Context: an optimization exercise on an open-source flow, tuned for small area. The choices shown serve that exercise and are no tape-out recipe.
At most, simulation tests tie the RTL to the original design; equivalence was not proved.
Only the layout flow was run in runs 1 and 2; the RTL was not checked for function there.
Power and IR drop assume default switching activity. No driver is modelled on the clock port, so clocking that relies on it looks cheaper here than on a real chip.

==> design/flow/design.v <==
module max_fp_2input #(parameter DATA_WIDTH = 32)(o_sel, i_data_0, i_sign_1, i_nmag_1);
input 	[DATA_WIDTH-1:0] 	i_data_0;    
input 							i_sign_1;    
input 	[DATA_WIDTH-2:0] 	i_nmag_1;    
output 							o_sel;
wire [DATA_WIDTH-1:0] ge;
assign ge[1] = i_data_0[0] | i_nmag_1[0];
genvar i;
generate
	for (i = 1; i < DATA_WIDTH-1; i = i + 1) begin : chain
		maj3_cell Carry (.a(i_data_0[i]), .b(i_nmag_1[i]), .c(ge[i]), .y(ge[i+1]));
	end
endgenerate
assign o_sel = ge[DATA_WIDTH-1] ? i_data_0[DATA_WIDTH-1] : ~i_sign_1;
endmodule
module maj3_cell (input a, input b, input c, output y);
assign y = (a & b) | (c & (a | b));
endmodule
module mux2_cell (input a0, input a1, input s0, input s1, output y);
assign y = (s1 & a1) | (s0 & a0);
endmodule
module lines_buffer_maxpool
	#(	parameter IMAGE_WIDTH = 28)
	(	input      clk,
		input      rst_n,
		input      i_valid,
		output reg col_odd,
		output reg row_odd,
		output reg o_valid
	);
localparam NB = IMAGE_WIDTH/2;
reg [3:0] blk;       
always @(posedge clk or negedge rst_n) begin
	if (!rst_n) begin
		col_odd <= 1'b0;
		row_odd <= 1'b0;
		blk     <= 0;
		o_valid <= 1'b0;
	end else begin
		o_valid <= i_valid & col_odd & row_odd;
		if (i_valid) begin
			col_odd <= ~col_odd;
			if (col_odd) begin
				if (blk == NB-1) begin
					blk     <= 0;
					row_odd <= ~row_odd;
				end else
					blk <= blk + 1'b1;
			end
		end
	end
end
endmodule
module max_pooling2x2 
	#(	parameter DATA_WIDTH = 32,
		parameter IMAGE_WIDTH = 28)
	(	clk,
		rst_n,
		i_valid,
		i_data,
		o_data,
		o_valid
	);
input 							clk;
input 							rst_n;
input 							i_valid;
input 	[DATA_WIDTH-1:0] 	i_data;
output 	[DATA_WIDTH-1:0] 	o_data;
output 							o_valid;
localparam NB = IMAGE_WIDTH/2;
wire col_odd, row_odd;
lines_buffer_maxpool #(.IMAGE_WIDTH(IMAGE_WIDTH)) Position (
	.clk(clk), .rst_n(rst_n), .i_valid(i_valid),
	.col_odd(col_odd), .row_odd(row_odd), .o_valid(o_valid));
reg [DATA_WIDTH-1:0] R [0:NB-1];
wire [DATA_WIDTH-2:0] nmag = ~i_data[DATA_WIDTH-2:0];
wire sel_head, sel_tail;
max_fp_2input #(.DATA_WIDTH(DATA_WIDTH)) MaxHead (sel_head, R[0],    i_data[DATA_WIDTH-1], nmag);
max_fp_2input #(.DATA_WIDTH(DATA_WIDTH)) MaxTail (sel_tail, R[NB-1], i_data[DATA_WIDTH-1], nmag);
wire pick_new = col_odd | ~row_odd | sel_tail;
wire load0 = i_valid & (~col_odd | sel_head);
wire shift = i_valid & ~col_odd;
wire [DATA_WIDTH-1:0] next0;
genvar k;
generate
	for (k = 0; k < DATA_WIDTH; k = k + 1) begin : in_mux
		mux2_cell Sel (.a0(R[NB-1][k]), .a1(i_data[k]), .s0(~pick_new), .s1(pick_new), .y(next0[k]));
	end
endgenerate
always @(posedge clk)
	if (load0) R[0] <= next0;
generate
	for (k = 1; k < NB; k = k + 1) begin : chain
		always @(posedge clk)
			if (shift) R[k] <= R[k-1];
	end
endgenerate
assign o_data = R[0];
endmodule
==> design/flow/flow/run.sh <==
#!/bin/bash
# Own layout flow: the standard synthesis, then every combinational cell
# set to its smallest drive strength (placement repair sizes up what needs
# it), then the standard layout with minimum-size port buffers and a
# clock tree built from fewer, larger clusters.
set -euo pipefail
LIB=$FLOW_HOME/platforms/$FLOW_PLATFORM/lib/sky130_fd_sc_hd__tt_025C_1v80.lib
RES=orfs/results/$FLOW_PLATFORM/max_pooling2x2/base

bash standard.sh synth > synth.log 2>&1
python3 flow/downsize.py "$LIB" $RES/1_2_yosys.v > downsize.log 2>&1

export BUFFER_PORTS_ARGS="-buffer_cell sky130_fd_sc_hd__buf_1"
export CTS_ARGS="-sink_clustering_enable -repair_clock_nets -sink_clustering_size 30 -sink_clustering_max_diameter 100 -buf_list sky130_fd_sc_hd__buf_12 -sink_clustering_buffer sky130_fd_sc_hd__buf_12 -tree_buf sky130_fd_sc_hd__clkbuf_4 -root_buf sky130_fd_sc_hd__clkbuf_4 -dont_use_dummy_load"
bash standard.sh finish > layout.log 2>&1
==> design/flow/flow/downsize.py <==
#!/usr/bin/env python3
"""Set every combinational cell of a synthesised netlist to the smallest drive
strength of its kind (same function and pins); flip-flops are left as they
are. Placement's repair then sizes up what needs more drive.
usage: downsize.py LIBERTY NETLIST"""
import re, sys, collections

lib, net = sys.argv[1], sys.argv[2]
txt = open(lib).read()
area = {}
seq = set()
for m in re.finditer(r'\n\s*cell\s*\(\s*"?(\w+)"?\s*\)\s*\{', txt):
    name = m.group(1)
    end = txt.find('\n    cell (', m.end())
    body = txt[m.end(): end if end > 0 else len(txt)]
    a = re.search(r'area\s*:\s*([\d.]+)', body)
    if a:
        area[name] = float(a.group(1))
    if re.search(r'\b(ff|latch|statetable)\s*\(', body) or 'dont_use : true' in body:
        seq.add(name)
dont = ('lpflow', 'probe', 'clk', 'dly', 'buf', 'conb', 'tap', 'fill', 'decap', 'diode')
groups = collections.defaultdict(list)
for n in area:
    m = re.match(r'(sky130_fd_sc_hd__\w+?)_(\d+)$', n)
    if m and n not in seq and not any(d in n for d in dont):
        groups[m.group(1)].append(n)
best = {}
for base, ns in groups.items():
    small = min(ns, key=lambda n: (area[n], n))
    for n in ns:
        if n != small and area[n] > area[small]:
            best[n] = small

src = open(net).read()
count = collections.Counter()
def sub(m):
    c = m.group(1)
    if c in best:
        count[c + ' -> ' + best[c]] += 1
        return m.group(0).replace(c, best[c], 1)
    return m.group(0)
out = re.sub(r'^(\s*)(sky130_fd_sc_hd__\w+)(\s)', lambda m: m.group(1) + best.get(m.group(2), m.group(2)) + m.group(3), src, flags=re.M)
for m in re.finditer(r'^\s*(sky130_fd_sc_hd__\w+)\s', src, flags=re.M):
    if m.group(1) in best:
        count[m.group(1) + ' -> ' + best[m.group(1)]] += 1
open(net, 'w').write(out)
for k, v in sorted(count.items()):
    print(f'{v:5d} {k}')
==> design/flow/standard.sh <==
#!/bin/bash
# synth_recipe.tcl (not shown) runs the flow's synth.tcl, then flattens the netlist and writes it again
# the make line also repeats each setting of config.mk as NAME=value (left out here)
make -C /OpenROAD-flow-scripts/flow DESIGN_CONFIG=/design/flow/config.mk WORK_HOME=/design/flow/orfs CLKGATE_MAP_FILE= SYNTH_SCRIPT=/design/flow/synth_recipe.tcl "${@:-finish}"
==> design/flow/config.mk <==
export PLATFORM = sky130hd
export DESIGN_NAME = max_pooling2x2
export DESIGN_NICKNAME = max_pooling2x2
export VERILOG_FILES = /design/flow/design.v
export SDC_FILE = /design/flow/constraint.sdc
export NUM_CORES = 8
export LEC_CHECK = 0
export CAP_MARGIN = 0
export CORE_MARGIN = 2
export CORE_UTILIZATION = 70
export SLEW_MARGIN = 0
export SYNTH_HIERARCHICAL = 1
export SYNTH_MINIMUM_KEEP_SIZE = 0
==> design/flow/constraint.sdc <==
create_clock -name core_clock -period 30.0 [get_ports {clk}]
set_input_delay 6.0000 -clock core_clock [delete_from_list [all_inputs] [get_ports {clk}]]
set_output_delay 6.0000 -clock core_clock [all_outputs]
set_load 0.01 [all_outputs]
==> run summary, run 1 <==
Logic synthesis:
- The mapped netlist covers 14800 µm².
- The chip area line in the Yosys stat output reads 14900 µm².
- Yosys printed 10 warnings.
- The synthesized design contains 455 register bits.
- The count of flip-flops with a built-in enable after synthesis is 448.
- The synthesized netlist net count is 641.
- The dominant cell type by area after synthesis is edfxtp_1.
- The area share of the leading cell type in the synthesized netlist is 90.3%.
- Yosys mapped the design onto 22 distinct sky130hd cell types.
- The most instantiated flip-flop cell in the synthesis netlist is edfxtp_1.
- By count the netlist is led by edfxtp_1, maj3_2, inv_1.
- Yosys attributes the largest share of cell area to edfxtp_1, maj3_2, a22o_1.
- The proportion of synthesized chip area in sequential cells is 91.5%.
- The proportion of synthesized flip-flops having asynchronous set or reset is 1.54%.
- The average footprint of a synthesized cell is 24.4 µm².
- The count of mapped cells out of synthesis is 606.
- The library cell with the highest instance count after synthesis is edfxtp_1.

STA:
- Counting I/O delays and the setup requirement, the final critical path takes 18590 ps.
- The maximum clock frequency is 53.8 MHz.
- Setup violations remaining at the end of the flow were counted as 0.
- Headroom to the max-slew limit came out at 23.0%.
- Setup repair after global routing left no endpoint under its margin.
- For the final routed database, the setup TNS stands at 0 ps.
- The number of max-slew violations in the final report is 0.
- The final-report hold violation count is 0.
- On the final layout, the worst clock skew is 65.3 ps.
- The slew at the pin closest to its max-slew limit is 1150 ps.
- After layout, the worst path uses 62.0% of the clock period.

Cells and area:
- In the final layout, the share of cells above drive strength 1 is 3.87%.
- The post-layout net count is 734.
- The core occupancy in the finished layout is 75.7%.
- The multi-input combinational cell area is 1060 µm².
- Compared with the post-synthesis result, the final layout area differs by 6.79%.
- Fill cells in the final layout number 1115.
- The sequential standard cell area is 13600 µm².

Worst setup path:
- The worst path buffer plus inverter count is 4.
- The worst setup path is captured at a flip-flop.
- The required time at the worst-slack endpoint is 30460 ps.
- The sort of element at the start of the critical path is a primary input.
- The maximum fanout along the worst path is 33.
- The most used cell along the critical path is maj3_1.
- The signal arrival time at the worst endpoint is 19050 ps.
- The largest incremental delay on the critical path is 520 ps.
- In this design, the largest share of critical-path delay is due to adder cells.
- On the critical path, the stage with the largest delay is an instance of inv_1.
- The type of the worst setup path is primary input to flip-flop.

Floorplan:
- The die is 149 µm tall.
- After floorplanning, the core was divided into 53 placement rows.
- The floorplan step defined a die boundary enclosing 22300 µm².
- From left edge to right edge, the die measures 149 µm.
- The total core area is 20900 µm².
- The number of placed I/O pins is 68.
- Once the floorplan was initialized, standard cells occupied 70.9% of the core.

Placement:
- Summed over all nets, the half-perimeter wirelength after detailed placement is 11.8 mm.
- The count of input and output buffers is 67.
- At the end of routability-driven placement, the weighted congestion stood at 0.759.

CTS:
- The tree is rooted in a clkbuf_4.
- Buffers inserted during clock tree synthesis total 19.
- Gates resized during post-CTS repair numbered 0.
- In this run the number of H-tree levels came out at 1.
- The clock tree from TritonCTS is done.
- The clock sink count is 455.
- Once the clock tree was built, the setup fixing pass inserted 0 buffers.
- The longest clock path from root to sink contains 3 buffers.
- The number of hold buffers added after cts is 0.
- The latest clock arrival within the worst-skew pair is 720 ps.
- The clock transition time at the flip-flop clock pins of the worst setup and hold paths is 110 ps.

Pwr:
- In this run the static leakage power is 5.06 nW.
- Dividing total power by cell area gives a power density of 82.4 nW/µm².
- VDD sags by at most 0.0645 mV.

Route:
- The count of nets left with antenna violations after detail routing is 0.
- The starting DRC count in detailed routing is 322.
- The aggregate routed wire length is 19.7 mm.
- In the routed design, unresolved DRC markers number 0.
- The detailed router placed 5500 vias in this run.
- The routed length per instance is 20.2 µm.
- The detailed-route vias per instance is 5.64.
- The number of iterations in the first detailed-routing pass is 4.

Worst hold path:
- The min-delay analysis places its worst path in the category flip-flop to flip-flop.

Global routing:
- The initial antenna violation count is 5.
- Global routing used 18.0% of the available tracks across all layers.
- The total overflow left after global routing is 0.
- The via count of the first global-routing pass came to 5372.
- The pin count of the biggest net entering global routing is 98.
- The wire length of the first global-routing pass is 29.8 mm.

Flow run:
- Across the run, the number of max-cap violations was 0.

Status:
- The flow ran to the end and the layout has no timing, DRC or antenna violations.
per-stage QoR:
step,power (mW),area (µm²),worst slack [ps],hold slack (ps),instances
2_1_floorplan,1.06,14800,9510,400,606
3_3_place_gp,1.05,15500,10850,401,953
3_5_place_dp,1.07,15500,10670,405,953
4_1_cts,1.32,15800,11440,360,972
5_1_grt,1.36,15800,11030,358,973
6_report,1.30,15800,11410,356,976
per-module statistics from Yosys (local to each module, per instance), a selection:
| module | times used | cell area [µm²] | cells | flip-flops and latches |
|---|---|---|---|---|
| max_pooling2x2 | 1 | 13600 | 484 | 448 |
| maj3_cell | 60 | 11.3 | 1 | 0 |
| mux2_cell | 32 | 8.76 | 1 | 0 |
placed cells by master, fill, tap and decap left out, drive strengths merged:
master  synthesis  layout
nand4           2       2
clkbuf          0       3
a22o           32      32
nor2            1       1
nor3b           2       2
nand2           2       2
xor2            2       2
a21o            1       1
and3            1       1
mux2i           2       2
edfxtp        448     448
maj3           60      60
inv            35      35
dfrtp           7       7
and2b           1       1
o21ai           3       3
or2             2       2
nand2b          1       1
buf             0      88
diode           0       4
xnor2           1       1
a211oi          1       1
a21boi          1       1
nand3           1       1
cells by family (layout without fill, tap and decap cells):
kind of cell / after synthesis / after routing / share of synthesized area [%]
and+or+nand+nor: 13 / 13 / 0.638
xor gates and xnor gates: 3 / 3 / 0.176
other: 0 / 4 / 0
buffers and inverters: 35 / 126 / 0.882
DFF: 455 / 455 / 91.5
AOI/OAI and AO/OA: 38 / 38 / 2.13
adders and majority gates: 60 / 60 / 4.54
muxes: 2 / 2 / 0.134
power by group:
part | switching [mW] | internal [mW]
logic | 0.0835 | 0.0275
clock network | 0.164 | 0.0864
registers | 0.0508 | 0.890
total | 0.299 | 1.00
path summary, 6_finish.rpt:
check,from,to,slack (ps),cells past startpoint
min in group asynchronous,rst_n,Position.o_valid,5180,1
hold / removal,R[6][9],R[7][9],360,0
hold reg to reg,R[6][9],R[7][9],360,0
setup / recovery,i_data[0],R[0][30],11410,38
setup reg to reg,R[13][0],R[0][30],16460,36
max in group asynchronous,rst_n,Position.row_odd,24550,1
final cells by class:
cell class                 count  share of cell area, %
clock buffer                  19                   2.17
sequential                   455                   86.2
tap                          275                   2.18
timing repair buffer          72                   1.83
inverter                      35                  0.831
multi-input combinational    116                   6.71
antenna                        4                 0.0633
flip-flops by register name, indices dropped and copies added, names as in the netlist:
| name | count |
|---|---|
| Position.col_odd | 1 |
| R | 448 |
| Position.row_odd | 1 |
| Position.o_valid | 1 |
| Position.blk | 4 |
per-layer routing:
| metal | vias up | track usage (%) | part of all wire, % |
|---|---|---|---|
| met5 | - | 0 | 0.066 |
| met4 | 2 | 4.19 | 1.4 |
| met3 | 28 | 4.51 | 5.7 |
| met2 | 97 | 25.9 | 46 |
| met1 | 2800 | 28.9 | 47 |
| li1 | 2573 | - | - |
==> inputs of run 2 (changes only) <==
--- a/design/flow/flow/run.sh
+++ b/design/flow/flow/run.sh
@@ -13,3 +13,3 @@
 export BUFFER_PORTS_ARGS="-buffer_cell sky130_fd_sc_hd__buf_1"
-export CTS_ARGS="-sink_clustering_enable -repair_clock_nets -sink_clustering_size 30 -sink_clustering_max_diameter 100 -buf_list sky130_fd_sc_hd__buf_12 -sink_clustering_buffer sky130_fd_sc_hd__buf_12 -tree_buf sky130_fd_sc_hd__clkbuf_4 -root_buf sky130_fd_sc_hd__clkbuf_4 -dont_use_dummy_load"
+export CTS_ARGS="-sink_clustering_enable -repair_clock_nets -sink_clustering_size 30 -sink_clustering_max_diameter 100 -buf_list sky130_fd_sc_hd__clkbuf_16 -sink_clustering_buffer sky130_fd_sc_hd__clkbuf_16 -tree_buf sky130_fd_sc_hd__clkbuf_4 -root_buf sky130_fd_sc_hd__clkbuf_4 -dont_use_dummy_load"
 bash standard.sh finish > layout.log 2>&1
==> run summary, run 2 <==
Worst setup path:
- The logic depth of the worst register-to-register path is 36.
- By instance count, the cell type seen most on the critical path is maj3_1.
- At the worst endpoint, the arrival time is 19030 ps.
- The worst setup path is of the primary input to flip-flop kind.
- The required time at the worst-slack endpoint is 30470 ps.
- STA classifies the critical path endpoint as a flip-flop.
- The maximum fanout along the worst path is 33.
- The critical path's slowest cell is inv_1.
- The largest incremental delay on the critical path is 530 ps.
- The worst setup path is launched from a primary input.

Logic synthesis:
- In this run the cell area of the synthesized design comes to 14800 µm².
- In this run, synthesis produced a sequential element count of 455.
- The count of flip-flops with a built-in enable after synthesis is 448.
- The proportion of synthesized flip-flops having asynchronous set or reset is 1.54%.
- After synthesis, the cell types taking the most area are edfxtp_1, maj3_2, a22o_1.
- The most instantiated flip-flop cell in the synthesis netlist is edfxtp_1.
- The average footprint of a synthesized cell is 24.4 µm².
- The synthesized netlist net count is 641.
- The area share of the leading cell type in the synthesized netlist is 90.3%.
- For this run, the number of Yosys warnings is 10.
- The chip area line of the yosys report is 14900 µm².
- The synthesized design spends more area on one cell type than any other, namely edfxtp_1.
- The commonest cells after synthesis are edfxtp_1, maj3_2, inv_1.
- Sequential cells were found to cover 91.5% of the synthesized design area.
- After synthesis, the netlist uses 22 different library cells.
- The cell count after synthesis came out at 606.
- Among all cell types in the netlist, the one instantiated most often is edfxtp_1.

Cells and area:
- The register bank with the most flops is R.
- The post-layout net count is 734.
- The largest registers in the layout are R x448, Position.blk x4.
- Leaving out fill and tap cells, the most frequent cell in the layout is edfxtp_1.
- Cells with a size suffix above 1 make up 3.87% of the layout.
- Leaving out fill and tap cells, the most frequent cells in the layout are edfxtp_1, buf_1, maj3_1, inv_1, a22o_1.
- The sequential cells in the finished layout cover a total of 13600 µm².
- The multi-input combinational cell area is 1060 µm².
- The fill cell instance count of the final layout is 1099.
- The area growth from synthesis to layout is 7.31%.
- The register with the most flip-flops in the layout has 448 of them.

STA:
- The relative slew slack is 23.0%.
- Adding up every negative setup slack in the final design gives 0 ps.
- Across all setup checks in the final design, the least slack found is 11450 ps.
- The final-report hold violation count is 0.
- The clock period could shrink to 18550 ps.
- The worst path uses 61.8% of the clock period.
- Setup repair after global routing left no endpoint under its margin.
- The setup clock skew after layout is 62.9 ps.
- Setup violations remaining at the end of the flow were counted as 0.
- The number of max-slew violations in the final report is 0.
- Timing would allow up to 53.9 MHz.
- At the pin with the least slew margin, the transition time is 1150 ps.

CTS:
- CTS built an H-tree with a depth of 1.
- The number of buffers created by CTS is 19.
- The number of hold buffers added after cts is 0.
- In this run the post-CTS setup repair buffer count came out at 0.
- The count of instances resized after the clock tree is built is 0.
- The clock sink count is 455.
- The clock tree from TritonCTS is done.
- In this run the deepest clock path goes through 3 buffers.
- The root buffer cell chosen for the clock tree is clkbuf_4.
- Clock latency on the worst-skew pair, taken at its later pin, is 730 ps.
- The clock transition time at the flip-flop clock pins of the worst setup and hold paths is 110 ps.

Global routing:
- The via count of the first global-routing pass was 5394.
- The busiest metal layer after global routing is met1.
- The wire length of the first global-routing pass is 29.7 mm.
- Global routing consumed, over all layers together, 18.0% of the routing resources.
- The global-route track usage on met1 is 28.5%.
- Global routing used 4.33% of the available met3 tracks.
- The overall overflow remaining after global route is 0.
- Entering global routing, the biggest net connects 98 pins.
- The initial antenna violation count is 5.
- Global routing consumed, on the met2 layer, 26.3% of the routing resources.

Placement:
- The count of input and output buffers is 67.
- The detailed-placement wirelength estimate is 11.8 mm.
- The congestion estimate from routability-driven global placement came to 0.759.
- Timing analysis after detailed placement gives a worst setup slack of 10670 ps.

Worst hold path:
- The number of cells on the worst hold path is 0.
- The type of the tightest min-delay check is flip-flop to flip-flop.

Pwr:
- Across the VDD grid, the largest voltage drop is 0.0673 mV.
- The cell leakage power is 5.10 nW.
- Power spread over the standard cell area amounts to 82.5 nW/µm².

Floorplan:
- The number of placed I/O pins is 68.
- The die covers 22300 µm².
- The number of rows created at floorplan is 53.
- The core region is 20900 µm².
- The floorplan step set the die width to 149 µm.
- The height of the die is 149 µm.
- Once the floorplan was initialized, standard cells occupied 70.9% of the core.

Route:
- Once detail routing completed, the nets flagged for antenna violations numbered 0.
- The routed design has 19.7 mm of wire.
- The number of iterations in the first detailed-routing pass is 4.
- In this run, the number of DRC markers left after iteration 0 of detailed routing was 279.
- After detailed routing, the number of remaining DRC violations is 0.
- The detailed-route vias per instance is 5.63.
- The via count is 5492.
- Dividing the detail-routed wire length by the instance count gives 20.2 µm.

Status:
- The flow ran to the end and the layout has no timing, DRC or antenna violations.

Flow run:
- Across the run, the number of max-cap violations was 0.
-- run 2: layout make-up --
class / instances / area share (%)
diodes: 3 / 0.0473
clock buffers: 19 / 2.66
inverters: 35 / 0.827
multi-input cells: 116 / 6.67
flip-flops and latches: 455 / 85.8
well taps: 275 / 2.17
repair buffers: 72 / 1.82
-- run 2: path summary, 6_finish.rpt --
| kind | start | to | slack, ps |
|---|---|---|---|
| max | i_data[0] | R[0][30] | 11450 |
| min reg2reg | R[6][9] | R[7][9] | 360 |
| min | R[6][9] | R[7][9] | 360 |
| max reg2reg | R[13][0] | R[0][30] | 16480 |
| max in group asynchronous | rst_n | Position.row_odd | 24560 |
| min in group asynchronous | rst_n | Position.o_valid | 5170 |
-- run 2: kinds of logic (layout without fill, tap and decap cells) --
family,count (synthesis),in the layout,share of synthesized area [%]
compound gates,38,38,2.13
xor+xnor,3,3,0.176
fa+ha+maj,60,60,4.54
buf+inv,35,126,0.882
flops,455,455,91.5
mux,2,2,0.134
other cells,0,3,0
simple gates,13,13,0.638
-- run 2: per-stage QoR --
| step | power (mW) | utilization, % | hold slack, ps | std cells | cell area (µm²) |
|---|---|---|---|---|---|
| global placement | 1.05 | 74.0 | 401 | 953 | 15500 |
| finish | 1.31 | 76.0 | 359 | 975 | 15900 |
| floorplan | 1.06 | - | 400 | 606 | 14800 |
| detailed placement | 1.07 | 74.0 | 405 | 953 | 15500 |
| CTS | 1.33 | 76.0 | 365 | 972 | 15900 |
| global route | 1.36 | 76.0 | 375 | 973 | 15900 |
-- run 2: power breakdown --
part	leakage (nW)	internal, mW	total [mW]	switching, mW
Combinational	0.592	0.0275	0.111	0.0834
Clock	0.211	0.0987	0.260	0.161
Sequential	4.30	0.889	0.940	0.0508
-- run 2: routing by layer --
layer / wire [µm] / vias to the layer above / part of all wire (%)
li1: - / 2576 / -
met1: 9110 / 2782 / 46
met2: 9030 / 103 / 46
met3: 1210 / 29 / 6.1
met4: 333 / 2 / 1.7
met5: 13 / - / 0.066
-- run 2: critical path: cells and delay by family --
kind / cells / cell delay [ps]
multiplexers: 1 / 140
AO/OA/AOI/OAI: 1 / 410
adder cells (fa/ha/maj): 30 / 11040
AND/OR/NAND/NOR: 2 / 370
buffers and inverters: 4 / 1030
-- run 2: Yosys stat by module (local to each module, per instance), excerpt --
| module | flops+latches | area (µm²) | times used |
|---|---|---|---|
| maj3_cell | 0 | 11.3 | 60 |
| mux2_cell | 0 | 8.76 | 32 |
| max_pooling2x2 | 448 | 13600 | 1 |
==> inputs of run 3 (changes only) <==
--- a/design/flow/design.v
+++ b/design/flow/design.v
@@ -1,15 +1,23 @@
-module max_fp_2input #(parameter DATA_WIDTH = 32)(o_sel, i_data_0, i_sign_1, i_nmag_1);
-input 	[DATA_WIDTH-1:0] 	i_data_0;    
-input 							i_sign_1;    
-input 	[DATA_WIDTH-2:0] 	i_nmag_1;    
+module max_fp_2input #(parameter DATA_WIDTH = 32)(o_sel, i_data_a, i_data_b, i_sel_a, i_sel_b, i_data_1);
+input 	[DATA_WIDTH-1:0] 	i_data_a;
+input 	[DATA_WIDTH-1:0] 	i_data_b;
+input 							i_sel_a;
+input 							i_sel_b;
+input 	[DATA_WIDTH-1:0] 	i_data_1;    
 output 							o_sel;
-wire [DATA_WIDTH-1:0] ge;
-assign ge[1] = i_data_0[0] | i_nmag_1[0];
+wire [DATA_WIDTH-1:0] na;
 genvar i;
 generate
-	for (i = 1; i < DATA_WIDTH-1; i = i + 1) begin : chain
-		maj3_cell Carry (.a(i_data_0[i]), .b(i_nmag_1[i]), .c(ge[i]), .y(ge[i+1]));
+	for (i = 0; i < DATA_WIDTH; i = i + 1) begin : opsel
+		nmux2_cell Op (.a0(i_data_a[i]), .a1(i_data_b[i]), .s0(i_sel_a), .s1(i_sel_b), .y(na[i]));
 	end
 endgenerate
-assign o_sel = ge[DATA_WIDTH-1] ? i_data_0[DATA_WIDTH-1] : ~i_sign_1;
+wire [DATA_WIDTH-1:0] lt;
+assign lt[1] = na[0] & i_data_1[0];
+generate
+	for (i = 1; i < DATA_WIDTH-1; i = i + 1) begin : chain
+		maj3_cell Borrow (.a(na[i]), .b(i_data_1[i]), .c(lt[i]), .y(lt[i+1]));
+	end
+endgenerate
+assign o_sel = lt[DATA_WIDTH-1] ? ~i_data_1[DATA_WIDTH-1] : ~na[DATA_WIDTH-1];
 endmodule
@@ -17,2 +25,5 @@
 assign y = (a & b) | (c & (a | b));
+endmodule
+module nmux2_cell (input a0, input a1, input s0, input s1, output y);
+assign y = ~((s0 | a1) & (s1 | a0));
 endmodule
@@ -75,8 +86,6 @@
 reg [DATA_WIDTH-1:0] R [0:NB-1];
-wire [DATA_WIDTH-2:0] nmag = ~i_data[DATA_WIDTH-2:0];
-wire sel_head, sel_tail;
-max_fp_2input #(.DATA_WIDTH(DATA_WIDTH)) MaxHead (sel_head, R[0],    i_data[DATA_WIDTH-1], nmag);
-max_fp_2input #(.DATA_WIDTH(DATA_WIDTH)) MaxTail (sel_tail, R[NB-1], i_data[DATA_WIDTH-1], nmag);
-wire pick_new = col_odd | ~row_odd | sel_tail;
-wire load0 = i_valid & (~col_odd | sel_head);
+wire take;
+max_fp_2input #(.DATA_WIDTH(DATA_WIDTH)) Max (take, R[NB-1], R[0], ~col_odd, col_odd, i_data);
+wire pick_new = col_odd | ~row_odd | take;
+wire load0 = i_valid & (~col_odd | take);
 wire shift = i_valid & ~col_odd;
--- a/design/flow/flow/run.sh
+++ b/design/flow/flow/run.sh
@@ -13,3 +13,3 @@
 export BUFFER_PORTS_ARGS="-buffer_cell sky130_fd_sc_hd__buf_1"
-export CTS_ARGS="-sink_clustering_enable -repair_clock_nets -sink_clustering_size 30 -sink_clustering_max_diameter 100 -buf_list sky130_fd_sc_hd__clkbuf_16 -sink_clustering_buffer sky130_fd_sc_hd__clkbuf_16 -tree_buf sky130_fd_sc_hd__clkbuf_4 -root_buf sky130_fd_sc_hd__clkbuf_4 -dont_use_dummy_load"
+export CTS_ARGS="-sink_clustering_enable -repair_clock_nets -sink_clustering_size 33 -sink_clustering_max_diameter 100 -buf_list sky130_fd_sc_hd__buf_12 -sink_clustering_buffer sky130_fd_sc_hd__buf_12 -tree_buf sky130_fd_sc_hd__clkbuf_4 -root_buf sky130_fd_sc_hd__clkbuf_4 -dont_use_dummy_load"
 bash standard.sh finish > layout.log 2>&1
==> run summary, run 3 <==
Logic synthesis:
- The post-synth design cell area is 14600 µm².
- The dominant cell type by area after synthesis is edfxtp_1.
- When the netlist entered floorplanning its net count stood at 609.
- The library cell with the highest instance count after synthesis is edfxtp_1.
- The area share of the leading cell type in the synthesized netlist is 92.0%.
- The most instantiated flip-flop cell in the synthesis netlist is edfxtp_1.
- The number of warnings printed during yosys synthesis is 10.
- The count of mapped cells out of synthesis is 574.
- For this run, the chip area from Yosys synthesis comes to 14600 µm².
- Counting flops with a built-in enable in the synthesized netlist gives 448.
- The number of different library cells used by synthesis comes to 24.
- The synthesized design contains 455 register bits.
- The proportion of synthesized chip area in sequential cells is 93.2%.
- Ranked by instance count, the synthesized netlist is headed by edfxtp_1, a22o_1, o22ai_1.
- Ranked by total cell area, the synthesized netlist is headed by edfxtp_1, maj3_2, a22o_1.
- The average footprint of a synthesized cell is 25.4 µm².
- Counting flops with an async set or reset pin after synthesis yields a share of 1.54%.

Pwr:
- The power per unit of standard cell area is 86.2 nW/µm².
- The post-layout total power is 1.34 mW.
- Across the VDD grid, the largest voltage drop is 0.0595 mV.
- The cell leakage power is 4.85 nW.

Route:
- Wires add up to 19.8 mm.
- The count of nets left with antenna violations after detail routing is 0.
- Dividing the detail-routed wire length by the instance count gives 21.1 µm.
- The first detailed-routing pass took 4 iterations.
- The routed layout has 5486 vias.
- The starting DRC count in detailed routing is 434.
- The met3 wire length is 907 µm.
- Using the TritonRoute via totals, the vias-per-cell ratio works out to 5.84.
- Summed over all nets, wire length on met2 after detailed routing comes to 9.11 mm.
- The met1 layer wirelength in the final routing is 9.39 mm.
- The number of remaining DRC errors is 0.
- The uppermost signal routing layer after detailed routing is met5.

Placement:
- Buffers placed on the I/O ports in this run total 67.
- The placer's final routability congestion estimate is 0.781.
- Detailed placement ended at an HPWL of 11.5 mm.
- Before CTS, the worst setup slack after placement is 10770 ps.

Worst setup path:
- For the worst setup path, the data arrival time is 19010 ps.
- In this run the worst path has a maximum fanout of 32.
- For this run, the slowest stage of the critical path takes 920 ps.
- The worst setup path is launched from a primary input.
- The required time at the worst-slack endpoint is 30430 ps.
- Among cell families on the critical path, the largest total delay comes from adder cells.
- The worst setup path is captured at a flip-flop.
- The worst path buffer plus inverter count is 2.
- The type of the worst setup path is primary input to flip-flop.
- The most used cell along the critical path is maj3_1.
- The slowest stage of the critical path is the nand3_1 cell.

Floorplan:
- The initial utilization of the core area, before any placement, comes to 71.7%.
- In this run the core area contains 52 standard-cell rows.
- Measured along the y axis, the die boundary spans 148 µm.
- The total core area is 20300 µm².
- The number of placed I/O pins is 68.
- The floorplan step defined a die boundary enclosing 22000 µm².
- The width of the chip is 148 µm.

Global routing:
- After global routing the overflow that remains totals 0.
- The wire length of the first global-routing pass is 30.0 mm.
- Entering global routing, the biggest net connects 185 pins.
- The total track usage is 18.3%.
- The via count of the first global-routing pass is 5314.
- The initial antenna violation count is 6.

CTS:
- The clock transition time at the flip-flop clock pins of the worst setup and hold paths is 120 ps.
- The deepest clock path buffer count is 3.
- TritonCTS built the clock tree.
- The cell at the root of the clock tree is clkbuf_4.
- In this run, post-CTS hold repair placed 0 buffers.
- After clock tree synthesis, the repair step resized 0 gates.
- In this run the post-CTS setup repair buffer count came out at 0.
- The number of buffers created by CTS is 17.
- The clock sink count is 455.
- The maximum level of the CTS H-tree is 1.
- For the worst-skew pair, the clock arrives at the later sink with an insertion delay of 680 ps.

Cells and area:
- The filler cells instantiated in the layout total 1071.
- Leaving out fill and tap cells, the most frequent cells in the layout are edfxtp_1, buf_1, o22ai_1, a22o_1, maj3_1.
- The commonest non-fill, non-tap cell in the layout is edfxtp_1.
- Cells fill 76.5% of the core in the end.
- The number of flip-flops in the largest register is 448.
- The register bank with the most flops is R.
- For this run, the post-layout net count is 699.
- The area growth from synthesis to layout is 6.63%.
- Cells with a size suffix above 1 make up 3.47% of the layout.
- The largest registers in the layout are R x448, Position.blk x4.

STA:
- The final critical path takes up 61.9% of the cycle.
- The relative slew slack is 11.2%.
- The number of max-slew violations in the final report is 0.
- The setup clock skew after layout is 29.6 ps.
- Derived from the worst setup path, the maximum achievable clock frequency is 53.8 MHz.
- For the finished layout, the period the worst path requires is 18580 ps.
- The slew at the pin closest to its max-slew limit is 1330 ps.
- The final-report hold violation count came to 0.
- Setup violations remaining at the end of the flow were counted as 0.
- Setup repair after global routing left no endpoint under its margin.
- Setup slack on the critical path of the routed design comes to 11420 ps.
- Adding up every negative setup slack in the final design gives 0 ps.

Status:
- The flow ran to the end and the layout has no timing, DRC or antenna violations.

Worst hold path:
- The type of the tightest min-delay check is flip-flop to flip-flop.

Flow run:
- The tool flagged a number of max-cap violations equal to 0.
[run 3: cell types whose count changed after synthesis, sizes merged, moves of 2 or more]
cell   change
inv       -33
o22ai     +32
maj3      -30
or2        -2
[run 3: per-module statistics from Yosys (local to each module, per instance), a selection]
module,flip-flops and latches,cells,times used
maj3_cell,0,1,30
mux2_cell,0,1,32
max_pooling2x2,448,454,1
nmux2_cell,0,1,32
[run 3: report_power, final]
| part | leakage [nW] | total (mW) | internal (mW) | switching [mW] |
|---|---|---|---|---|
| Clock | 0.145 | 0.236 | 0.0766 | 0.160 |
| Combinational | 0.400 | 0.156 | 0.0430 | 0.113 |
| Sequential | 4.30 | 0.946 | 0.894 | 0.0516 |
[run 3: metal layers]
| metal | track usage (%) | up-vias |
|---|---|---|
| li1 | - | 2543 |
| met5 | 0 | - |
| met2 | 26.7 | 101 |
| met4 | 4.62 | 2 |
| met3 | 4.54 | 24 |
| met1 | 29.1 | 2816 |
[run 3: logic make-up (layout without fill, tap and decap cells)]
group | Yosys count | in the layout | synth area share (%)
flops | 455 | 455 | 93.2
compound gates | 70 | 70 | 3.54
fa+ha+maj | 30 | 30 | 2.31
simple gates | 13 | 13 | 0.599
xor+xnor | 3 | 3 | 0.180
buf+inv | 2 | 90 | 0.0514
mux | 1 | 1 | 0.0685
other cells | 0 | 7 | 0
[run 3: through the flow]
stage	instances	cell area (µm²)	hold slack [ps]
after CTS	932	15500	393
after detailed placement	915	15200	405
final	939	15500	395
after floorplan	574	14600	400
after global placement	915	15200	401
after global routing	933	15500	411
[run 3: cell type report]
type / instances / area [µm²] / share of cell area, %
inverter: 2 / 7.51 / 0.0483
clock buffer: 17 / 303 / 1.95
tap: 270 / 338 / 2.18
sequential: 455 / 13600 / 87.8
multi-input combinational: 117 / 942 / 6.07
timing repair buffer: 71 / 294 / 1.89
antenna: 7 / 17.5 / 0.113
[run 3: path summary, 6_finish.rpt]
check / startpoint / slack [ps] / depth (start not counted) / to
setup / recovery: i_data[0] / 11420 / 36 / R[0][10]
min in group asynchronous: rst_n / 5190 / 1 / Position.o_valid
max in group asynchronous: rst_n / 24560 / 1 / Position.blk[1]
setup reg to reg: Position.col_odd / 15100 / 38 / R[0][10]
hold / removal: R[10][9] / 390 / 0 / R[11][9]
hold reg to reg: R[10][9] / 390 / 0 / R[11][9]
==> inputs of run 4 (changes only) <==
--- a/design/flow/flow/run.sh
+++ b/design/flow/flow/run.sh
@@ -13,3 +13,3 @@
 export BUFFER_PORTS_ARGS="-buffer_cell sky130_fd_sc_hd__buf_1"
-export CTS_ARGS="-sink_clustering_enable -repair_clock_nets -sink_clustering_size 33 -sink_clustering_max_diameter 100 -buf_list sky130_fd_sc_hd__buf_12 -sink_clustering_buffer sky130_fd_sc_hd__buf_12 -tree_buf sky130_fd_sc_hd__clkbuf_4 -root_buf sky130_fd_sc_hd__clkbuf_4 -dont_use_dummy_load"
+export CTS_ARGS="-sink_clustering_enable -repair_clock_nets -sink_clustering_size 34 -sink_clustering_max_diameter 50 -buf_list sky130_fd_sc_hd__buf_12 -sink_clustering_buffer sky130_fd_sc_hd__buf_12 -tree_buf sky130_fd_sc_hd__clkbuf_4 -root_buf sky130_fd_sc_hd__clkbuf_4 -dont_use_dummy_load"
 bash standard.sh finish > layout.log 2>&1
==> run summary, run 4 <==
Logic synthesis:
- The most instantiated flip-flop cell in the synthesis netlist is edfxtp_1.
- Yosys mapped a number of flops with a built-in enable equal to 448.
- The dominant cell type by area after synthesis is edfxtp_1.
- When the netlist entered floorplanning its net count stood at 609.
- The synthesized netlist contains 24 unique library cells.
- The count of mapped cells out of synthesis is 574.
- The chip area line of the yosys report is 14600 µm².
- The proportion of synthesized chip area in sequential cells is 93.2%.
- Of all flip-flops after synthesis, the portion carrying an async set or reset was 1.54%.
- Synthesis inferred 455 register bits.
- Summing every instance area after synthesis gives 14600 µm².
- In the synthesized netlist, the cells that appear most often are edfxtp_1, a22o_1, o22ai_1.
- The most common cell in the synthesized netlist is edfxtp_1.
- The number of warnings printed during yosys synthesis is 10.
- After synthesis, the mean cell area works out to 25.4 µm².
- In this run the biggest area consumer among cell types represents 92.0% of the synthesized area.
- By area the synthesized netlist is led by edfxtp_1, maj3_2, a22o_1.

Route:
- The detailed-route vias per instance is 5.97.
- The starting DRC count in detailed routing is 503.
- The number of iterations in the first detailed-routing pass is 4.
- The via count is 5703.
- The routed length per instance is 22.4 µm.
- In this run the remaining antenna-violating nets after routing total 0.
- The number of remaining DRC errors is 0.
- Wires add up to 21.5 mm.

Floorplan:
- The die area is 22000 µm².
- The initial cell density of the core is 71.7%.
- After floorplanning, the core was divided into 52 placement rows.
- 68 I/O pins were placed.
- The height of the die is 148 µm.
- In this run the horizontal extent of the chip is 148 µm.
- In this run the standard cell core region covers 20300 µm².

Worst setup path:
- On the worst path, the slowest cell contributes a delay of 960 ps.
- The maximum fanout along the worst path is 32.
- The signal arrival time at the worst endpoint is 19080 ps.
- The capturing point of the worst reg2reg path is R[0][20].
- STA classifies the critical path endpoint as a flip-flop.
- The setup path with the least slack is of type primary input to flip-flop.
- On the critical path, the stage with the largest delay is an instance of nand3_1.
- The most used cell along the critical path is maj3_1.
- STA puts the critical path data required time at 30430 ps.
- The startpoint of the most critical register-to-register path is Position.col_odd.
- The sort of element at the start of the critical path is a primary input.
- The logic depth of the worst register-to-register path is 38.
- The register-to-register setup slack is 15020 ps.

Global routing:
- The first global-routing pass estimated 32.5 mm of wire.
- The initial antenna violation count is 7.
- Entering global routing, the biggest net connects 185 pins.
- The via count of the first global-routing pass is 5545.
- The overall overflow remaining after global route is 0.
- The total track usage is 20.4%.

STA:
- The maximum clock frequency is 53.6 MHz.
- The relative slew slack is 7.26%.
- The number of max-slew violations in the final report was 0.
- The setup clock skew after layout is 39.2 ps.
- The share of the clock period used by the worst path is 62.2%.
- Adding up every negative setup slack in the final design gives 0 ps.
- The final period demand of the worst path is 18650 ps.
- The final-report hold violation count is 0.
- The total setup violations reported at the end of the flow is 0.
- Setup repair after global routing left no endpoint under its margin.
- The slew at the pin closest to its max-slew limit is 1390 ps.

Placement:
- The placer's final routability congestion estimate is 0.781.
- After legalization and detailed placement, the total HPWL measured 11.5 mm.
- Buffers placed on the I/O ports in this run total 67.
- The cell area reported after detailed placement is 15200 µm².

CTS:
- The clock sink count is 455.
- Buffers inserted to repair hold after CTS numbered 0.
- The post-CTS setup-driven buffer insertion count is 0.
- The latest clock arrival within the worst-skew pair is 710 ps.
- Clock-pin slew was measured on the worst setup and hold paths at 100 ps.
- The deepest clock path buffer count is 3.
- Buffers inserted during clock tree synthesis total 35.
- The clock tree from TritonCTS is done.
- The H-tree was split into 2 levels.
- CTS placed an instance of clkbuf_4 at the clock tree root.
- In this run, post-CTS repair resized a total of 0 instances.

Worst hold path:
- The min-delay analysis places its worst path in the category flip-flop to flip-flop.
- The worst hold path begins at R[8][19].
- For hold timing, the worst endpoint is R[9][19].
- The number of cells on the worst hold path is 0.

Cells and area:
- The register bank with the most flops is R.
- With fillers left out, the area of the finished cells amounts to 15900 µm².
- The fill cell instance count of the final layout is 1047.
- The number of flip-flops in the largest register is 448.
- The fraction of final layout cells sized beyond drive strength 1 is 6.03%.
- The area growth from synthesis to layout is 8.92%.
- Leaving out fill and tap cells, the most frequent cell in the layout is edfxtp_1.
- The net count of the finished layout is 717.
- The largest registers in the layout are R x448, Position.blk x4.
- In the layout the commonest cells are edfxtp_1, buf_1, o22ai_1, a22o_1, buf_12.

Status:
- The flow ran to the end and the layout has no timing, DRC or antenna violations.

Pwr:
- The cell leakage power is 5.01 nW.
- Power spread over the standard cell area amounts to 91.9 nW/µm².
- The worst-case IR drop observed on VDD is 0.0564 mV.

Flow run:
- The number of max-cap violations is 0.
run 4: cell counts after synthesis:
No cell type changed its count.
run 4: cells by family (layout without fill, tap and decap cells):
kind of cell	count (synthesis)	after routing	synth area share, %
fa+ha+maj	30	30	2.31
buf+inv	2	108	0.0514
flops	455	455	93.2
compound gates	70	70	3.54
xor+xnor	3	3	0.180
mux	1	1	0.0685
other cells	0	6	0
simple gates	13	13	0.599
run 4: per-layer routing:
layer	up-vias	GRT usage (%)	routed length, µm
met5	-	0	7
met4	2	6.24	417
met3	40	4.91	1500
met2	172	28.8	9970
met1	2901	33.0	9570
li1	2588	-	-
run 4: final cells by class:
type | instances | area (µm²) | share of cell area, %
diodes | 6 | 15.0 | 0.0947
clock buffers | 35 | 638 | 4.02
inverters | 2 | 7.51 | 0.0473
multi-input cells | 117 | 942 | 5.94
flip-flops and latches | 455 | 13600 | 85.9
well taps | 270 | 338 | 2.13
repair buffers | 71 | 294 | 1.85
run 4: report_power, final:
group / switching (mW) / internal [mW]
clock: 0.191 / 0.159
sequential: 0.0541 / 0.897
combinational: 0.114 / 0.0431
total: 0.358 / 1.10
run 4: worst max-delay path: cells and delay by family:
kind | cells | cell delay [ps]
multiplexers | 1 | 130
AO/OA/AOI/OAI | 1 | 610
buffers and inverters | 2 | 220
adder cells (fa/ha/maj) | 30 | 11000
AND/OR/NAND/NOR | 2 | 1100
run 4: stage by stage:
step	power [mW]	worst slack [ps]	utilization [%]	hold slack (ps)	instances
floorplan	1.10	10210	-	400	574
global placement	1.10	10910	74.9	401	915
detailed placement	1.12	10770	74.9	405	915
CTS	1.47	11470	78.1	383	950
global route	1.52	10980	78.1	402	951
finish	1.46	11350	78.1	382	956
run 4: worst max path at each step:
stage / endpoint / startpoint / depth (start not counted)
4_1_cts: R[0][20] / i_data[0] / 36
2_1_floorplan: R[0][0] / i_data[0] / 34
3_5_place_dp: R[0][14] / i_data[0] / 36
5_1_grt: R[0][21] / i_data[0] / 36
3_3_place_gp: R[0][11] / i_data[0] / 36
6_report: R[0][20] / i_data[0] / 36
run 4: modules after synthesis (local to each module, per instance), excerpt:
| module | times used | cells inside | cell area, µm² | flops+latches |
|---|---|---|---|---|
| max_pooling2x2 | 1 | 454 | 13500 | 448 |
| mux2_cell | 32 | 1 | 8.76 | 0 |
| maj3_cell | 30 | 1 | 11.3 | 0 |
| nmux2_cell | 32 | 1 | 6.26 | 0 |
==> inputs of run 5 (changes only) <==
--- a/design/flow/flow/run.sh
+++ b/design/flow/flow/run.sh
@@ -13,3 +13,3 @@
 export BUFFER_PORTS_ARGS="-buffer_cell sky130_fd_sc_hd__buf_1"
-export CTS_ARGS="-sink_clustering_enable -repair_clock_nets -sink_clustering_size 34 -sink_clustering_max_diameter 50 -buf_list sky130_fd_sc_hd__buf_12 -sink_clustering_buffer sky130_fd_sc_hd__buf_12 -tree_buf sky130_fd_sc_hd__clkbuf_4 -root_buf sky130_fd_sc_hd__clkbuf_4 -dont_use_dummy_load"
+export CTS_ARGS="-sink_clustering_enable -repair_clock_nets -sink_clustering_size 40 -sink_clustering_max_diameter 60 -buf_list sky130_fd_sc_hd__buf_16 -sink_clustering_buffer sky130_fd_sc_hd__buf_16 -tree_buf sky130_fd_sc_hd__clkbuf_4 -root_buf sky130_fd_sc_hd__clkbuf_4 -dont_use_dummy_load"
 bash standard.sh finish > layout.log 2>&1
==> run summary, run 5 <==
Route:
- The via count is 5619.
- The number of iterations in the first detailed-routing pass is 5.
- In the routed layout, each cell is associated on average with a via count of 5.97.
- The starting DRC count in detailed routing is 547.
- The count of nets left with antenna violations after detail routing is 0.
- In the routed design, unresolved DRC markers number 0.
- The routed length per instance is 22.6 µm.
- For this block, the routed nets add up to 21.3 mm of wire.

Pwr:
- The share of total power dissipated in combinational logic is 11.0%.
- The maximum resistive drop on vdd is 0.0566 mV.
- Net switching is 24.6% of the power.
- Summed over all nets, the switching power comes to 349 µW.
- For this design the ratio of total power to cell area is 90.3 nW/µm².
- Sequential cells account for 66.8% of the total power.
- The cell leakage power is 4.94 nW.
- The internal portion of the total power is 1.07 mW.
- Per report_power, the clock group accounts for 22.2% of the total.

STA:
- For the final database, setup skew stands at 95.6 ps.
- Setup repair after global routing left no endpoint under its margin.
- The final-report hold violation count is 0.
- The routed design could run at a clock period as short as 18510 ps.
- The number of max-slew violations in the final report is 0.
- The share of the clock period used by the worst path is 61.7%.
- Measured against its own limit, the worst slew margin works out to 7.12%.
- The maximum clock frequency is 54.0 MHz.
- The total setup violations reported at the end of the flow is 0.
- Setup total negative slack on the finished layout was measured at 0 ps.
- The slew at the pin closest to its max-slew limit is 1390 ps.

CTS:
- The cell at the root of the clock tree is clkbuf_4.
- The count of instances resized after the clock tree is built is 0.
- The number of setup buffers added after CTS is 0.
- After clock tree synthesis, the clock-pin slew on the worst setup and hold paths is 110 ps.
- TritonCTS built the clock tree.
- The later pin in the worst-skew pair is clocked with a latency of 860 ps.
- Clock tree synthesis inserted a total of 21 buffers.
- The maximum level of the CTS H-tree is 1.
- The number of hold buffers added after cts is 0.
- The longest clock path from root to sink contains 3 buffers.
- The clock sink count is 455.

Status:
- The run finished with no timing, DRC or antenna violations.

Logic synthesis:
- In the post-synthesis netlist, the cell with the most instances is edfxtp_1.
- The post-synth design cell area is 14600 µm².
- The proportion of synthesized chip area in sequential cells is 93.2%.
- In this run the biggest area consumer among cell types represents 92.0% of the synthesized area.
- Counting flops with an async set or reset pin after synthesis yields a share of 1.54%.
- The flop and latch count out of synthesis is 455.
- The synthesized netlist net count is 609.
- The biggest area contributor in the post-synthesis netlist is edfxtp_1.
- For this run, the leading register cell type out of synthesis is edfxtp_1.
- The chip area line in the Yosys stat output reads 14600 µm².
- The count of flip-flops with a built-in enable after synthesis is 448.
- The average footprint of a synthesized cell is 25.4 µm².
- The count of unique library cells instantiated by Yosys is 24.
- Ranked by instance count, the synthesized netlist is headed by edfxtp_1, a22o_1, o22ai_1.
- During synthesis, Yosys emitted a total of 10 warnings.
- The count of mapped cells out of synthesis is 574.
- After synthesis, the cell types taking the most area are edfxtp_1, maj3_2, a22o_1.

Floorplan:
- The height of the die is 148 µm.
- The floorplan has 52 rows.
- The number of placed I/O pins is 68.
- The initial utilization of the core area, before any placement, comes to 71.7%.
- The total area inside the core boundary comes to 20300 µm².
- From left edge to right edge, the die measures 148 µm.
- The die covers 22000 µm².

Worst setup path:
- In this run the worst setup path begins at i_data[0].
- In this run the worst path has a maximum fanout of 32.
- The critical path's slowest cell is nand3_1.
- Counting stages on the worst path, the most repeated cell is maj3_1.
- For the worst setup path, the data arrival time is 19040 ps.
- The capture point of the critical path is R[0][20].
- Counting cells, the worst reg-to-reg path comes to 38.
- In this run the critical register-to-register path is launched from Position.col_odd.
- The register-to-register setup slack is 14980 ps.
- In this run the critical register-to-register path is captured at R[0][20].
- The critical path is of the primary input to flip-flop type.
- The endpoint type of the worst setup path is a flip-flop.
- For this run, the slowest stage of the critical path takes 960 ps.
- STA puts the critical path data required time at 30540 ps.
- The sort of element at the start of the critical path is a primary input.

Cells and area:
- The register bank with the most flops is R.
- The commonest non-fill, non-tap cell in the layout is edfxtp_1.
- The filler cells instantiated in the layout total 1032.
- Summing all multi-input logic gate instances after layout gives 942 µm².
- The core occupancy in the finished layout is 77.5%.
- In the final layout, the registers with the most flip-flops are R x448, Position.blk x4.
- The register with the most flip-flops in the layout has 448 of them.
- Cells with a size suffix above 1 make up 4.05% of the layout.
- The area growth from synthesis to layout is 8.08%.
- The top cell types in the final layout, fill and taps aside, are edfxtp_1, buf_1, o22ai_1, a22o_1, maj3_1.
- For this run, the post-layout net count is 703.
- The sequential cells in the finished layout cover a total of 13600 µm².

Global routing:
- The wire length of the first global-routing pass is 31.7 mm.
- The pin count of the biggest net entering global routing is 185.
- After global routing the overflow that remains totals 0.
- The via count of the first global-routing pass is 5378.
- The initial antenna violation count was 6.
- Global routing consumed, over all layers together, 19.7% of the routing resources.

Placement:
- Detailed placement finished with a half-perimeter wire length of 11.5 mm.
- The placer's final routability congestion estimate is 0.781.
- Port buffering added 67 buffers.

Flow run:
- Max-cap violations in this run came to 0.

Worst hold path:
- The type of the tightest min-delay check is flip-flop to flip-flop.
## run 5: cell counts after synthesis
No cell type changed its count.
## run 5: how the worst min path moves through the flow
stage                         start   endpoint  cells past startpoint
after floorplan             R[9][0]   R[10][0]                      0
after global placement     R[1][26]   R[2][26]                      0
after detailed placement   R[10][0]   R[11][0]                      0
after CTS                   R[5][5]    R[6][5]                      0
after global routing      R[10][24]  R[11][24]                      0
final                     R[10][24]  R[11][24]                      0
## run 5: power by group through the flow
stage | registers [mW] | logic (mW) | clock network [mW]
floorplan | 1.00 | 0.0995 | 0
global placement | 0.951 | 0.150 | 0
detailed placement | 0.959 | 0.158 | 0
CTS | 0.953 | 0.157 | 0.323
global route | 0.964 | 0.171 | 0.344
finish | 0.949 | 0.157 | 0.315
## run 5: logic make-up (layout without fill, tap and decap cells)
group	count (synthesis)	count (layout)	synth area share, %
other	0	5	0
adders and majority gates	30	30	2.31
xor gates and xnor gates	3	3	0.180
muxes	1	1	0.0685
buffers and inverters	2	94	0.0514
DFF	455	455	93.2
and+or+nand+nor	13	13	0.599
AOI/OAI and AO/OA	70	70	3.54
## run 5: metrics by stage
| step | hold slack [ps] | setup WS [ps] | cells | cell area (µm²) | power (mW) |
|---|---|---|---|---|---|
| floorplan | 400 | 10210 | 574 | 14600 | 1.10 |
| global placement | 401 | 10910 | 915 | 15200 | 1.10 |
| detailed placement | 405 | 10770 | 915 | 15200 | 1.12 |
| CTS | 375 | 11570 | 936 | 15700 | 1.43 |
| global route | 390 | 11190 | 937 | 15700 | 1.48 |
| finish | 379 | 11490 | 941 | 15700 | 1.42 |
## run 5: cell type report
class / count / area share (%)
flip-flops and latches: 455 / 86.6
multi-input cells: 117 / 5.99
clock buffers: 21 / 3.29
well taps: 270 / 2.15
repair buffers: 71 / 1.87
diodes: 5 / 0.0795
inverters: 2 / 0.0477
## run 5: Yosys stat by module, one instance, submodules excluded, excerpt
module	flip-flops and latches	cells	times used
maj3_cell	0	1	30
max_pooling2x2	448	454	1
mux2_cell	0	1	32
nmux2_cell	0	1	32
## run 5: worst max-delay path, delay by kind of cell
| family | cells | cell delay [ps] |
|---|---|---|
| adders and majority gates | 30 | 10930 |
| and+or+nand+nor | 2 | 1100 |
| AOI/OAI and AO/OA | 1 | 610 |
| muxes | 1 | 130 |
| buffers and inverters | 2 | 220 |
## run 5: metal layers
| layer | wire length, µm | vias up | track usage (%) |
|---|---|---|---|
| met5 | 13 | - | 0 |
| met4 | 329 | 2 | 4.67 |
| met3 | 1200 | 23 | 3.99 |
| met2 | 9910 | 157 | 29.0 |
| met1 | 9800 | 2879 | 31.8 |
| li1 | - | 2558 | - |
==> inputs of run 6 (changes only) <==
--- a/design/flow/flow/run.sh
+++ b/design/flow/flow/run.sh
@@ -13,3 +13,3 @@
 export BUFFER_PORTS_ARGS="-buffer_cell sky130_fd_sc_hd__buf_1"
-export CTS_ARGS="-sink_clustering_enable -repair_clock_nets -sink_clustering_size 40 -sink_clustering_max_diameter 60 -buf_list sky130_fd_sc_hd__buf_16 -sink_clustering_buffer sky130_fd_sc_hd__buf_16 -tree_buf sky130_fd_sc_hd__clkbuf_4 -root_buf sky130_fd_sc_hd__clkbuf_4 -dont_use_dummy_load"
+export CTS_ARGS="-sink_clustering_enable -repair_clock_nets -sink_clustering_size 30 -sink_clustering_max_diameter 100 -buf_list sky130_fd_sc_hd__buf_12 -sink_clustering_buffer sky130_fd_sc_hd__buf_12 -tree_buf sky130_fd_sc_hd__clkbuf_4 -root_buf sky130_fd_sc_hd__clkbuf_4 -dont_use_dummy_load"
 bash standard.sh finish > layout.log 2>&1
==> run summary, run 6 <==
Status:
- The run finished with no timing, DRC or antenna violations.

STA:
- The final-report hold violation count came to 0.
- Setup repair after global routing left no endpoint under its margin.
- The aggregate negative setup slack is 0 ps.
- The worst path uses 61.9% of the clock period.
- The maximum clock frequency is 53.8 MHz.
- The relative slew slack is 11.3%.
- The number of max-slew violations in the final report is 0.
- The final period demand of the worst path is 18570 ps.
- The slew at the pin closest to its max-slew limit is 1330 ps.
- Across the routed clock network, the largest skew measured is 64.5 ps.
- Setup violations remaining at the end of the flow were counted as 0.

Pwr:
- The internal power of the cells totals 1.02 mW.
- The switching power as a share of total power is 24.2%.
- The cell leakage power is 4.86 nW.
- The clock share of power is 18.4%.
- Combinational logic burns 11.5% of the power.
- The design draws 1.35 mW.
- The sequential cell fraction of total power is 70.1%.
- The power per unit of standard cell area is 86.8 nW/µm².
- Across the VDD grid, the largest voltage drop is 0.0560 mV.
- In this run the power spent charging and discharging nets is 327 µW.

Global routing:
- The wire length of the first global-routing pass is 30.2 mm.
- Entering global routing, the biggest net connects 185 pins.
- The total track usage is 18.4%.
- The via count of the first global-routing pass was 5362.
- The initial antenna violation count is 6.
- The overall overflow remaining after global route is 0.

CTS:
- The clock tree from TritonCTS is done.
- The maximum level of the CTS H-tree is 1.
- The tree is rooted in a clkbuf_4.
- Once the clock tree was built, the setup fixing pass inserted 0 buffers.
- Clock latency on the worst-skew pair, taken at its later pin, is 690 ps.
- The number of buffers created by CTS is 19.
- The clock sink count is 455.
- The deepest clock path buffer count is 3.
- Buffers inserted to repair hold after CTS numbered 0.
- Post-CTS repair changed the size of 0 cells.
- The clock transition time at the flip-flop clock pins of the worst setup and hold paths is 110 ps.

Worst hold path:
- The path class of the tightest hold or removal check is flip-flop to flip-flop.
- The startpoint identified for the worst hold timing path is R[3][10].
- The worst hold path endpoint is R[4][10].
- The worst hold path passes through 0 cells.

Logic synthesis:
- The synthesized-area fraction occupied by xor and xnor cells is 0.180%.
- In the synthesized netlist, the cells that appear most often are edfxtp_1, a22o_1, o22ai_1.
- For this run, the leading register cell type out of synthesis is edfxtp_1.
- The mux share of post-synthesis cell area is 0.0685%.
- The main combinational cell family by area after synthesis is compound AO/OA/AOI/OAI gates.
- The synthesized netlist occupies a cell area of 14600 µm².
- After technology mapping, the gate count stands at 574.
- By area the synthesized netlist is led by edfxtp_1, maj3_2, a22o_1.
- The number of warnings printed during yosys synthesis is 10.
- Synthesis inferred 455 register bits.
- The average footprint of a synthesized cell is 25.4 µm².
- The synthesized netlist devotes 0.599% of its cell area to simple gates.
- The post-synthesis adder-cell area fraction is 2.31%.
- Summed over its instances, the top area cell type makes up 92.0% of the synthesized netlist area.
- The count of unique library cells instantiated by Yosys is 24.
- The proportion of synthesized chip area in sequential cells is 93.2%.
- The synthesized design contains 448 enable-type register cells.
- Post-synthesis, Yosys gives the total cell area as 14600 µm².
- The synthesized netlist devotes 3.54% of its cell area to compound gates.
- The proportion of synthesized flip-flops having asynchronous set or reset is 1.54%.
- The dominant cell type by area after synthesis is edfxtp_1.
- The synthesized netlist net count is 609.
- edfxtp_1 is the most common cell in the netlist.

Route:
- The met3 wire length is 1.04 mm.
- The number of iterations in the first detailed-routing pass is 4.
- For this run, design rule violations remaining after detail routing come to 0.
- The detailed router finished its first iteration with 511 violations.
- Dividing the detail-routed via count by the number of cells gives 5.91.
- The aggregate routed wire length is 20.0 mm.
- The detail route stage leaves a number of antenna-violating nets equal to 0.
- For this block, wires on met1 add up to 9.01 mm.
- Dividing the detail-routed wire length by the instance count gives 21.2 µm.
- The met2 layer wire length in the routed design is 9.51 mm.
- Routed signal wires occupy layers up through met5.
- Detailed routing inserted a total of 5563 vias.

Worst setup path:
- The most used cell along the critical path is maj3_1.
- The signal arrival time at the worst endpoint is 19020 ps.
- The capturing point of the worst reg2reg path is R[0][14].
- The sort of element at the start of the critical path is a primary input.
- The endpoint type of the worst setup path is a flip-flop.
- The logic depth of the worst register-to-register path is 38.
- In this run the register-to-register setup slack is 15080 ps.
- The type of the worst setup path is primary input to flip-flop.
- On the worst path, the slowest cell contributes a delay of 920 ps.
- At the worst endpoint, the required time is 30450 ps.
- In this run the critical register-to-register path is launched from Position.col_odd.
- The maximum fanout along the worst path is 32.
- The critical path's slowest cell is nand3_1.

Floorplan:
- The floorplan has 52 rows.
- In this run the horizontal extent of the chip is 148 µm.
- The initial utilization of the core area, before any placement, comes to 71.7%.
- The number of placed I/O pins is 68.
- The die covers 22000 µm².
- The region available for standard cell placement spans 20300 µm².
- The die is 148 µm tall.

Cells and area:
- Leaving out fill and tap cells, the most frequent cells in the layout are edfxtp_1, buf_1, o22ai_1, a22o_1, maj3_1.
- Ranked by flip-flop count, first place goes to R.
- After routing the design area is 15600 µm².
- The library cell used most frequently in the layout, excluding fill and tap cells, is edfxtp_1.
- Compared with the post-synthesis result, the final layout area differs by 6.91%.
- The fraction of final layout cells sized beyond drive strength 1 is 3.77%.
- After the flow finishes, the layout carries non-filler instances totaling 941.
- For this run, the post-layout net count is 701.
- The number of flip-flops in the largest register is 448.
- In the final layout, the registers with the most flip-flops are R x448, Position.blk x4.

Placement:
- The number of placed instances, taps included, is 915.
- The detailed-placement wirelength estimate is 11.5 mm.
- The count of input and output buffers is 67.
- Routability-driven placement finished with a final weighted congestion of 0.781.
- After detailed placement, the total cell area comes to 15200 µm².

Flow run:
- The number of max-cap violations is 0.
-- run 6: layout make-up --
| class | count | area (µm²) |
|---|---|---|
| multi-input cells | 117 | 942 |
| inverters | 2 | 7.51 |
| diodes | 7 | 17.5 |
| flip-flops and latches | 455 | 13600 |
| fillers | 1061 | 4730 |
| clock buffers | 19 | 343 |
| well taps | 270 | 338 |
| repair buffers | 71 | 294 |
-- run 6: power groups by stage --
stage	Sequential [mW]	Clock, mW	Combinational [mW]
floorplan	1.00	0	0.0995
global placement	0.951	0	0.150
detailed placement	0.959	0	0.158
CTS	0.950	0.256	0.156
global route	0.962	0.274	0.171
finish	0.947	0.249	0.156
-- run 6: logic make-up after synthesis --
group,count (synthesis)
AOI/OAI and AO/OA,70
buffers and inverters,2
and+or+nand+nor,13
DFF,455
xor gates and xnor gates,3
muxes,1
adders and majority gates,30
-- run 6: worst max path at each step --
stage | from | to | slack, ps | cells past startpoint
CTS | i_data[0] | R[0][14] | 11470 | 36
floorplan | i_data[0] | R[0][0] | 10210 | 34
global route | i_data[0] | R[0][14] | 11020 | 36
global placement | i_data[0] | R[0][11] | 10910 | 36
finish | i_data[0] | R[0][14] | 11430 | 36
detailed placement | i_data[0] | R[0][14] | 10770 | 36
-- run 6: Yosys stat by module (local to each module, per instance), a selection --
module,times used,cells inside,flops+latches,area [µm²]
max_pooling2x2,1,454,448,13500
nmux2_cell,32,1,0,6.26
maj3_cell,30,1,0,11.3
mux2_cell,32,1,0,8.76
-- run 6: critical path: cells and delay by family --
family,cells,cell delay [ps]
AOI/OAI and AO/OA,1,590
buffers and inverters,2,220
and+or+nand+nor,2,1060
adders and majority gates,30,10970
muxes,1,130
-- run 6: layer usage --
layer  up-vias  global-route usage (%)
met5         -                       0
met4         2                    4.48
met3        23                    4.02
met2       131                    27.8
met1      2852                    28.8
li1       2555                       -
-- run 6: metrics by stage --
step | hold WS, ps | util, % | setup slack, ps
global route | 342 | 76.6 | 11020
detailed placement | 405 | 74.9 | 10770
finish | 346 | 76.7 | 11430
floorplan | 400 | - | 10210
CTS | 345 | 76.6 | 11470
global placement | 401 | 74.9 | 10910

[port drivers added, routing unchanged]
Ports are ideal in the flow. The routed layouts listed here were re-timed in OpenROAD. Step 1 assumes that a clkbuf_16 drives the clock port and a buf_2 every other input. Step 2, shift: input delay + t, output delay - t, t = (earliest + latest rising clock arrival at the registers) / 2. This alone moves slack from input paths to output paths. a / b / c = ideal ports / drivers / drivers and shift; a / b = the first two.
| run | shift t [ns] | setup WS [ns] | hold slack, ns |
|---|---|---|---|
| run 1 | 0.728 | 11.409 / 11.397 / 10.669 | 0.356 / 0.356 / 0.356 |
| run 2 | 0.739 | 11.446 / 11.434 / 10.695 | 0.359 / 0.359 / 0.359 |
| run 3 | 0.714 | 11.423 / 11.419 / 10.705 | 0.395 / 0.395 / 0.395 |
| run 4 | 0.738 | 11.351 / 11.346 / 10.608 | 0.382 / 0.382 / 0.382 |
| run 5 | 0.861 | 11.492 / 11.485 / 10.624 | 0.379 / 0.379 / 0.379 |
| run 6 | 0.701 | 11.429 / 11.407 / 10.706 | 0.346 / 0.346 / 0.346 |
After both steps setup and hold are still met in every run listed. For run 5, which loses most, drivers alone change the setup slack by -0.007 ns; drivers and shift together by -0.868 ns.
